What follows belongs to an exercise in optimizing a design on an open flow for a short achievable clock period and few clock cycles; a production flow would make more cautious choices. Only simulation tests tie the RTL to the original design; equivalence was not proved. No activity file was given, so power comes from the tool's default toggle rates.

$ cat flow/run.sh
#!/bin/bash
set -euo pipefail
MARGIN=$(cat flow/margin.txt)
bash standard.sh SETUP_SLACK_MARGIN=$MARGIN finish > flow_standard.log 2>&1
$ cat flow/margin.txt
6.5
$ cat standard.sh
#!/bin/bash
# synth_recipe.tcl (not shown) runs the flow's synth.tcl, then flattens the netlist and writes it again
# the make line also repeats each setting of config.mk as NAME=value (left out here)
make -C /OpenROAD-flow-scripts/flow DESIGN_CONFIG=/design/flow/config.mk WORK_HOME=/design/flow/orfs CLKGATE_MAP_FILE= SYNTH_SCRIPT=/design/flow/synth_recipe.tcl "${@:-finish}"
$ cat config.mk
export PLATFORM = sky130hd
export DESIGN_NAME = riscv_core
export DESIGN_NICKNAME = riscv_core
export VERILOG_FILES = /design/flow/design.v
export SDC_FILE = /design/flow/constraint.sdc
export NUM_CORES = 4
export LEC_CHECK = 0
export ABC_CLOCK_PERIOD_IN_PS = 2500
export CAP_MARGIN = 20
export CORE_MARGIN = 2
export CORE_UTILIZATION = 40
export PLACE_DENSITY = 0.6
export SLEW_MARGIN = 20
$ cat constraint.sdc
create_clock -name core_clock -period 10.0 [get_ports {clk}]
set_input_delay 2.0000 -clock core_clock [delete_from_list [all_inputs] [get_ports {clk}]]
set_output_delay 2.0000 -clock core_clock [all_outputs]
set_load 0.01 [all_outputs]
$ cat design.v
module regfile (
	input  wire        clk,
	input  wire        reset,
	input  wire        we,
	input  wire [4:0]  wa,
	input  wire [31:0] wd,
	input  wire [4:0]  ra1,
	input  wire [4:0]  ra2,
	output wire [31:0] rd1,
	output wire [31:0] rd2
);
	reg [31:0] rf [1:31];
	integer i;
	always @(posedge clk) begin
		if (reset) begin
			for (i = 1; i < 32; i = i + 1)
				rf[i] <= 32'b0;
		end else if (we && wa != 5'd0)
			rf[wa] <= wd;
	end
	wire [31:0] r1 = (ra1 == 5'd0) ? 32'b0 : rf[ra1];
	wire [31:0] r2 = (ra2 == 5'd0) ? 32'b0 : rf[ra2];
	assign rd1 = (we && wa == ra1 && ra1 != 5'd0) ? wd : r1;
	assign rd2 = (we && wa == ra2 && ra2 != 5'd0) ? wd : r2;
endmodule
module alu (
	input  wire [31:0] a,
	input  wire [31:0] b,
	input  wire        sub,       
	input  wire        sel_add,
	input  wire        sel_and,
	input  wire        sel_or,
	input  wire        sel_xor,
	input  wire        sel_slt,
	input  wire        sel_sltu,
	input  wire        sel_sll,
	input  wire        sel_sr,
	input  wire        sra,
	output wire [31:0] sum,
	output wire [31:0] result,
	output wire        eq,
	output wire        lt,
	output wire        ltu
);
	wire [31:0] bx = b ^ {32{sub}};
	wire [32:0] s = {1'b0, a} + {1'b0, bx} + {32'b0, sub};
	assign sum = s[31:0];
	assign ltu = ~s[32];
	assign lt  = (a[31] ^ b[31]) ? a[31] : s[31];
	assign eq  = (a == b);
	wire [31:0] sll = a << b[4:0];
	wire [31:0] sr  = $signed({sra & a[31], a}) >>> b[4:0];
	assign result = ({32{sel_add}}  & sum)
	              | ({32{sel_and}}  & (a & b))
	              | ({32{sel_or}}   & (a | b))
	              | ({32{sel_xor}}  & (a ^ b))
	              | ({31'b0, sel_slt  & lt})
	              | ({31'b0, sel_sltu & ltu})
	              | ({32{sel_sll}}  & sll)
	              | ({32{sel_sr}}   & sr);
endmodule
module riscv_core (
	input  wire        clk,
	input  wire        reset,
	output wire [31:0] PCF,
	input  wire [31:0] Instr,
	output wire        MemWriteM,
	output wire [31:0] ALUResultM,
	output wire [31:0] WriteDataM,
	output wire [2:0]  DextControlM,
	input  wire [31:0] ReadDataM
);
	reg  [31:0] pcF;
	reg         vD, pbD;
	reg  [31:0] insD, pcD, pc4D;
	reg         wenE, ldE, stE, brE, jalrE, predE;
	reg  [4:0]  rdE;
	reg  [2:0]  f3E;
	reg  [31:0] aE, bE, sE, altE, linkE;
	reg         subE, addE, andE, orE, xorE, sltE, sltuE, sllE, srE, sraE, linkSelE;
	reg         fAmE, fAwE, fArE, fBmE, fBwE, fBrE, fSmE, fSwE, fSrE;
	reg         wenM, ldM, stM;
	reg  [4:0]  rdM;
	reg  [2:0]  f3M;
	reg  [31:0] resM, sdM;
	reg         wenW;
	reg  [4:0]  rdW;
	reg  [31:0] resW;
	wire stall, redirD, redirE;
	wire [31:0] tgtD, tgtE;
	wire [31:0] pc4F = pcF + 32'd4;
	assign PCF = pcF;
	reg  [15:0] btbV;
	reg  [5:0]  btbTag [0:15];
	reg  [9:0]  btbTgt [0:15];
	wire [3:0]  bi    = pcF[5:2];
	wire        hitF  = btbV[bi] & (btbTag[bi] == pcF[11:6]) & (pcF[31:12] == 20'b0);
	wire [31:0] btbPc = {20'b0, btbTgt[bi], 2'b00};
	wire        btbWr;
	wire [31:0] btbWTgt;
	always @(posedge clk) begin
		if (reset)
			pcF <= 32'b0;
		else if (redirE)
			pcF <= tgtE;
		else if (stall)
			pcF <= pcF;
		else if (redirD)
			pcF <= tgtD;
		else if (hitF)
			pcF <= btbPc;
		else
			pcF <= pc4F;
	end
	always @(posedge clk) begin
		if (reset)
			btbV <= 16'b0;
		else if (btbWr)
			btbV[pcD[5:2]] <= 1'b1;
		if (btbWr) begin
			btbTag[pcD[5:2]] <= pcD[11:6];
			btbTgt[pcD[5:2]] <= btbWTgt[11:2];
		end
	end
	always @(posedge clk) begin
		if (reset) begin
			vD   <= 1'b0;
			pbD  <= 1'b0;
			insD <= 32'b0;
			pcD  <= 32'b0;
			pc4D <= 32'b0;
		end else if (redirE || redirD) begin
			vD   <= 1'b0;
		end else if (!stall) begin
			vD   <= 1'b1;
			pbD  <= hitF;
			insD <= Instr;
			pcD  <= pcF;
			pc4D <= pc4F;
		end
	end
	wire [6:0] op  = insD[6:0];
	wire [2:0] f3  = insD[14:12];
	wire [4:0] rs1 = insD[19:15];
	wire [4:0] rs2 = insD[24:20];
	wire [4:0] rd  = insD[11:7];
	wire isLoad  = (op == 7'b0000011);
	wire isStore = (op == 7'b0100011);
	wire isBr    = (op == 7'b1100011);
	wire isJal   = (op == 7'b1101111);
	wire isJalr  = (op == 7'b1100111);
	wire isOpImm = (op == 7'b0010011);
	wire isOp    = (op == 7'b0110011);
	wire isLui   = (op == 7'b0110111);
	wire isAuipc = (op == 7'b0010111);
	wire isAlu   = isOp | isOpImm;
	wire [31:0] immI = {{20{insD[31]}}, insD[31:20]};
	wire [31:0] immS = {{20{insD[31]}}, insD[31:25], insD[11:7]};
	wire [31:0] immB = {{20{insD[31]}}, insD[7], insD[30:25], insD[11:8], 1'b0};
	wire [31:0] immU = {insD[31:12], 12'b0};
	wire [31:0] immJ = {{12{insD[31]}}, insD[19:12], insD[20], insD[30:21], 1'b0};
	wire usesA = isAlu | isLoad | isStore | isBr | isJalr;
	wire usesB = isOp | isBr;
	wire usesS = isStore;
	wire wenD  = (rd != 5'd0) & (isLoad | isAlu | isLui | isAuipc | isJal | isJalr);
	wire [31:0] rv1, rv2;
	regfile rf (
		.clk(clk), .reset(reset),
		.we(wenW), .wa(rdW), .wd(resW),
		.ra1(rs1), .ra2(rs2),
		.rd1(rv1), .rd2(rv2)
	);
	assign stall = vD & ldE & wenE &
		((usesA & (rs1 == rdE)) | ((usesB | usesS) & (rs2 == rdE)));
	wire predD = isBr & insD[31];
	wire wantT = isJal | predD;
	wire [31:0] pcImmB = pcD + immB;
	wire [31:0] pcImmJ = pcD + immJ;
	wire [31:0] tgtT   = isJal ? pcImmJ : pcImmB;
	assign redirD = vD & ~stall & (wantT ^ pbD);
	assign tgtD   = wantT ? tgtT : pc4D;
	assign btbWr   = vD & ~stall & wantT & ~pbD & (pcD[31:12] == 20'b0) & (tgtT[31:12] == 20'b0);
	assign btbWTgt = tgtT;
	wire aM = usesA & wenE & (rdE == rs1);
	wire aW = usesA & wenM & (rdM == rs1) & ~aM;
	wire bM = usesB & wenE & (rdE == rs2);
	wire bW = usesB & wenM & (rdM == rs2) & ~bM;
	wire sM = usesS & wenE & (rdE == rs2);
	wire sW = usesS & wenM & (rdM == rs2) & ~sM;
	wire [31:0] aD = isLui ? 32'b0 : (isAuipc ? pcD : rv1);
	wire [31:0] bD = usesB ? rv2 : (isStore ? immS : ((isLui | isAuipc) ? immU : immI));
	wire killE = reset | redirE | stall | ~vD;
	always @(posedge clk) begin
		if (killE) begin
			wenE <= 1'b0; ldE <= 1'b0; stE <= 1'b0; brE <= 1'b0; jalrE <= 1'b0;
			subE <= 1'b0; addE <= 1'b0; andE <= 1'b0; orE <= 1'b0; xorE <= 1'b0;
			sltE <= 1'b0; sltuE <= 1'b0; sllE <= 1'b0; srE <= 1'b0; linkSelE <= 1'b0;
			fAmE <= 1'b0; fAwE <= 1'b0; fArE <= 1'b0;
			fBmE <= 1'b0; fBwE <= 1'b0; fBrE <= 1'b0;
			fSmE <= 1'b0; fSwE <= 1'b0; fSrE <= 1'b0;
		end else begin
			wenE  <= wenD;
			ldE   <= isLoad;
			stE   <= isStore;
			brE   <= isBr;
			jalrE <= isJalr;
			subE  <= isBr | (isOp & (f3 == 3'b000) & insD[30]) |
			         (isAlu & (f3 == 3'b010 || f3 == 3'b011));
			addE  <= isLoad | isStore | isLui | isAuipc | (isAlu & (f3 == 3'b000));
			andE  <= isAlu & (f3 == 3'b111);
			orE   <= isAlu & (f3 == 3'b110);
			xorE  <= isAlu & (f3 == 3'b100);
			sltE  <= isAlu & (f3 == 3'b010);
			sltuE <= isAlu & (f3 == 3'b011);
			sllE  <= isAlu & (f3 == 3'b001);
			srE   <= isAlu & (f3 == 3'b101);
			linkSelE <= isJal | isJalr;
			fAmE <= aM; fAwE <= aW; fArE <= ~aM & ~aW;
			fBmE <= bM; fBwE <= bW; fBrE <= ~bM & ~bW;
			fSmE <= sM; fSwE <= sW; fSrE <= ~sM & ~sW;
		end
		if (reset) begin
			rdE <= 5'b0; f3E <= 3'b0; predE <= 1'b0; sraE <= 1'b0;
			aE <= 32'b0; bE <= 32'b0; sE <= 32'b0; altE <= 32'b0; linkE <= 32'b0;
		end else begin
			rdE   <= rd;
			f3E   <= f3;
			predE <= predD;
			sraE  <= insD[30];
			aE    <= aD;
			bE    <= bD;
			sE    <= rv2;
			altE  <= predD ? pc4D : pcImmB;
			linkE <= pc4D;
		end
	end
	wire [31:0] srcA = ({32{fAmE}} & resM) | ({32{fAwE}} & resW) | ({32{fArE}} & aE);
	wire [31:0] srcB = ({32{fBmE}} & resM) | ({32{fBwE}} & resW) | ({32{fBrE}} & bE);
	wire [31:0] sdE  = ({32{fSmE}} & resM) | ({32{fSwE}} & resW) | ({32{fSrE}} & sE);
	wire [31:0] sumE, aluE;
	wire eqE, ltE, ltuE;
	alu alu (
		.a(srcA), .b(srcB), .sub(subE),
		.sel_add(addE), .sel_and(andE), .sel_or(orE), .sel_xor(xorE),
		.sel_slt(sltE), .sel_sltu(sltuE), .sel_sll(sllE), .sel_sr(srE), .sra(sraE),
		.sum(sumE), .result(aluE), .eq(eqE), .lt(ltE), .ltu(ltuE)
	);
	wire [31:0] resE = aluE | ({32{linkSelE}} & linkE);
	wire condE  = f3E[2] ? (f3E[1] ? ltuE : ltE) : eqE;
	wire takenE = condE ^ f3E[0];
	assign redirE = (brE & (takenE ^ predE)) | jalrE;
	assign tgtE   = jalrE ? {sumE[31:1], 1'b0} : altE;
	always @(posedge clk) begin
		if (reset) begin
			wenM <= 1'b0; ldM <= 1'b0; stM <= 1'b0;
		end else begin
			wenM <= wenE; ldM <= ldE; stM <= stE;
		end
		rdM  <= rdE;
		f3M  <= f3E;
		resM <= resE;
		sdM  <= sdE;
	end
	assign MemWriteM    = stM;
	assign ALUResultM   = resM;
	assign WriteDataM   = sdM;
	assign DextControlM = f3M;
	wire [1:0]  ba = resM[1:0];
	wire [7:0]  lb = ba[1] ? (ba[0] ? ReadDataM[31:24] : ReadDataM[23:16])
	                       : (ba[0] ? ReadDataM[15:8]  : ReadDataM[7:0]);
	wire [15:0] lh = ba[1] ? ReadDataM[31:16] : ReadDataM[15:0];
	wire        sg = ~f3M[2];
	wire [31:0] ldv = f3M[1] ? ReadDataM :
	                  f3M[0] ? {{16{sg & lh[15]}}, lh} : {{24{sg & lb[7]}}, lb};
	always @(posedge clk) begin
		if (reset)
			wenW <= 1'b0;
		else
			wenW <= wenM;
		rdW  <= rdM;
		resW <= ldM ? ldv : resM;
	end
endmodule
==> results.cfg <==
[floorplanning]
fp.coreArea_um2 = 232100
die_w_um = 486.5
die_area_um2 = 236700
placementRows = 177
ios = 166
start_util_pct = 40.12
die_height_um = 486.5

[worst_setup_path]
r2r_start = fBmE
crit_chain = bufbuf_16 -> a222oi_1 -> buf_4 -> xnor2_1 -> ha_2 -> and3_4 -> nand2_1 -> o221ai_1 -> a31o_2 -> a31o_1 -> a2111oi_4 -> o221ai_2 -> or2_4 -> buf_12 -> buf_12 -> nor4_4 -> buf_12 -> buf_6 -> buf_6 -> a22oi_2 -> a31oi_1
cp.arrival_ns = 5.33
crit_end = pcF[20]
critPathLaunchType = register
reg2reg_slack_ns = 5.44
crit_buf_inv = 7
critPathTopFamily = compound AO/OA/AOI/OAI gates
slowest_delay_ns = 0.40
worst-path-stages = 21
cp_max_fo = 16
cpMostUsedCell = buf_12
reg2reg_to = pcF[20]
cp-end-kind = register
cp.required_ns = 10.76
startpoint = fBmE
crit_slowest_cell = a2111oi_4
path_class = register to register
reg2regPathDepth = 21

[sta]
tightest_slew_ns = 1.170
finalMaxSlewViolations = 0
fin_crit_sh_pct = 45.63
skew_ns = 0.09143
fmax_mhz = 219.1
setup_viol = 0
tns_ns = 0
period_minus_slack_ns = 4.563
rsz0062_at_grt = yes
hold_viol_final = 0
relSlewSlack_pct = 21.51

[power_and_ir_drop]
pwr-share-comb_pct = 10.3
p_seq_share_pct = 47.8
p_per_area_nw_per_um2 = 146.9
power.internal_mw = 12.60
leakagePower_nw = 41.51
ir_worst_vdd_uv = 139.2
sw_frac_of_total_pct = 25.35
p_sw_mw = 4.279
clkPwrFrac_pct = 41.9

[cells_and_area]
post-route-util_pct = 49.52
multi_input_area_um2 = 45790
seq_area_um2 = 48130
area_growth_pct = 23.42
fillCellCount = 19938
top_register = rf.rf
largest_reg_flops = 1024
final_nets = 8084
drive_above_1_share_pct = 31.99

[logic_synthesis]
synth_edf_count = 1280
synth_top_area_cell = edfxtp_1
ys_async_sr_fraction_pct = 0
syn_area_um2 = 93120
syn_inst = 7466
synth_most_common_cell = edfxtp_1
synth_area_leaders = edfxtp_1, mux4_2, dfxtp_1
synth_commonest_cells = edfxtp_1, and2_1, mux4_2
ys_types = 93
avgSynthCellArea_um2 = 12.47
synth-compound-area-share_pct = 8.908
yosys.area_share.simple_pct = 13.55
synth_xor_area_share_pct = 1.684
seq_area_frac_synth_pct = 51.27
synth_top_family_by_area = multiplexers
synthMuxAreaShare_pct = 18.96
synth_adder_area_share_pct = 2.013
synth_top_cell_area_share_pct = 41.28
ys.flop_type = edfxtp_1
yosys_warnings = 2
ys_seq_elements = 1745

[global_routing]
antenna_found_initial = 31
globalRouteOverflowTotal = 0
grt_pass1_vias = 68201
grt_max_degree = 109
grt_pass1_wl_mm = 529.9
track_usage_pct = 31.66

[drt]
wl_met1_mm = 139.9
drt_iter0_markers = 10500
routedWlPerCell_um = 34.70
wl_met3_mm = 42.16
vias = 70875
route.met2.wl_mm = 174.5
maxUsedRoutingLayer = met5
routed_wl_mm = 384.8
drc_errors = 0
via_per_inst = 6.391
first_pass_iters = 11
ant_nets = 0

[clocking]
cts.clk_slew.worst_paths_ns = 0.06
htreeDepth = 4
cts_tree = built
cts_root_buf = clkbuf_16
worstSkewPairLatency_ns = 0.89
numCtsBuffers = 192
clk_path_buf_depth = 3
clkSinkCount = 1745

[status]
status = complete, no violations

[placement]
gp_congestion = 1.002
detailed_place_hpwl_mm = 232.5
placement.io_buffers = 165

[hold_path]
hold_class = register to register

[job]
cap_violations = 0
[area by class of cell]
class	count	share of cell area [%]
Tap cell	3043	3.313
Timing Repair Buffer	892	8.937
Inverter	153	0.5737
Timing Repair inverter	2	0.02831
Sequential cell	1745	41.88
Clock buffer	260	4.542
Clock inverter	92	0.8416
Multi-Input combinational cell	4884	39.84
Antenna cell	18	0.03919
[power groups by stage]
stage / combinational (mW) / clock (mW) / sequential [mW]
2_1_floorplan: 0.976 / 0 / 8.16
3_3_place_gp: 1.49 / 0 / 8.25
3_5_place_dp: 1.50 / 0 / 8.26
4_1_cts: 1.64 / 7.12 / 8.07
5_1_grt: 1.79 / 7.40 / 8.09
6_report: 1.74 / 7.07 / 8.07
[cell families after synthesis]
kind of cell,Yosys count
and+or+nand+nor,2425
DFF,1745
AOI/OAI and AO/OA,1241
buffers and inverters,872
muxes,855
xor gates and xnor gates,179
adders and majority gates,148
other,1
[metal layers]
layer,track usage [%],vias up
met3,7.674,1109
met2,48.51,4577
met1,40.23,36172
li1,-,29009
met4,20.27,8
met5,0,-
[worst min path at each step]
| stage | startpoint | to | slack (ns) | cells after the start |
|---|---|---|---|---|
| floorplan | f3E[2] | f3M[2] | 0.34 | 0 |
| global placement | rdE[0] | rdM[0] | 0.39 | 0 |
| detailed placement | rdE[4] | rdM[4] | 0.39 | 0 |
| CTS | rdM[4] | rdW[4] | 0.36 | 0 |
| global route | rdM[4] | rdW[4] | 0.37 | 0 |
| finish | rdM[4] | rdW[4] | 0.37 | 0 |
[through the flow]
stage | worst slack (ns) | power (mW) | instances | hold slack, ns | instance area (µm²)
floorplan | 5.507 | 9.132 | 7497 | 0.3398 | 94280
global placement | 3.661 | 9.732 | 10210 | 0.3859 | 98700
detailed placement | 3.458 | 9.755 | 10212 | 0.3872 | 98730
CTS | 5.574 | 16.83 | 10956 | 0.3612 | 112100
global route | 5.256 | 17.28 | 11078 | 0.3742 | 114900
finish | 5.437 | 16.88 | 11089 | 0.3731 | 114900
[cells in the final DEF, fill, tap and decap left out, drive strengths merged, types with 38 or more instances in the layout]
cell type	Yosys	final
nand3	87	87
nor2	388	389
mux2i	82	82
a211oi	48	48
edfxtp	1280	1280
a21oi	392	392
nand2	597	599
xor2	51	51
and2	1030	1030
nor4	38	38
and3	54	54
mux2	51	51
clkdlybuf4s50	0	64
o21ai	245	245
dfxtp	465	465
nor3	61	61
buf	124	740
xnor2	128	128
ha	145	145
inv	150	150
a21o	41	41
mux4	722	722
clkbuf	595	277
a222oi	91	91
a221oi	84	84
o211ai	66	66
nor2b	67	67
clkinv	3	77
[timing repair]
item | in CTS | in global routing
setup endpoints to repair | 2465 | 888
buffers inserted | 347 | 95
hold buffers | 0 | 0
gates resized for setup | 1085 | 385
cloned | 45 | 18
pin swaps | 160 | 204
Testbench counts, summed over its fixed seeds: cycles 135,868.

static timing again, ports no longer ideal:
How much do the figures lean on ideal ports? The routed layout below was timed once more, with nothing changed but the port constraints. Step 1 (the two cells are an assumption about what drives the block):
set clk [get_ports {clk}]
set_driving_cell -lib_cell sky130_fd_sc_hd__clkbuf_16 $clk
set_driving_cell -lib_cell sky130_fd_sc_hd__buf_2 [delete_from_list [all_inputs] $clk]
Step 2 adds t to the input delays and takes it off the output delays; t is the mean of the earliest and latest rising clock arrival at the registers after step 1. Input paths then give back, and output paths get back, about the clock's delay inside the block. Three values: ideal, step 1, step 2; two values: the first two.
t, ns: 0.944
slack for setup (ns): 5.437 / 5.437 / 5.437
latest minus earliest clock arrival (ns): 0.091 / 0.092
After both steps setup and hold are still met in this run. The setup slack of this run moves by 0.000 ns with the drivers and by 0.000 ns with both steps.
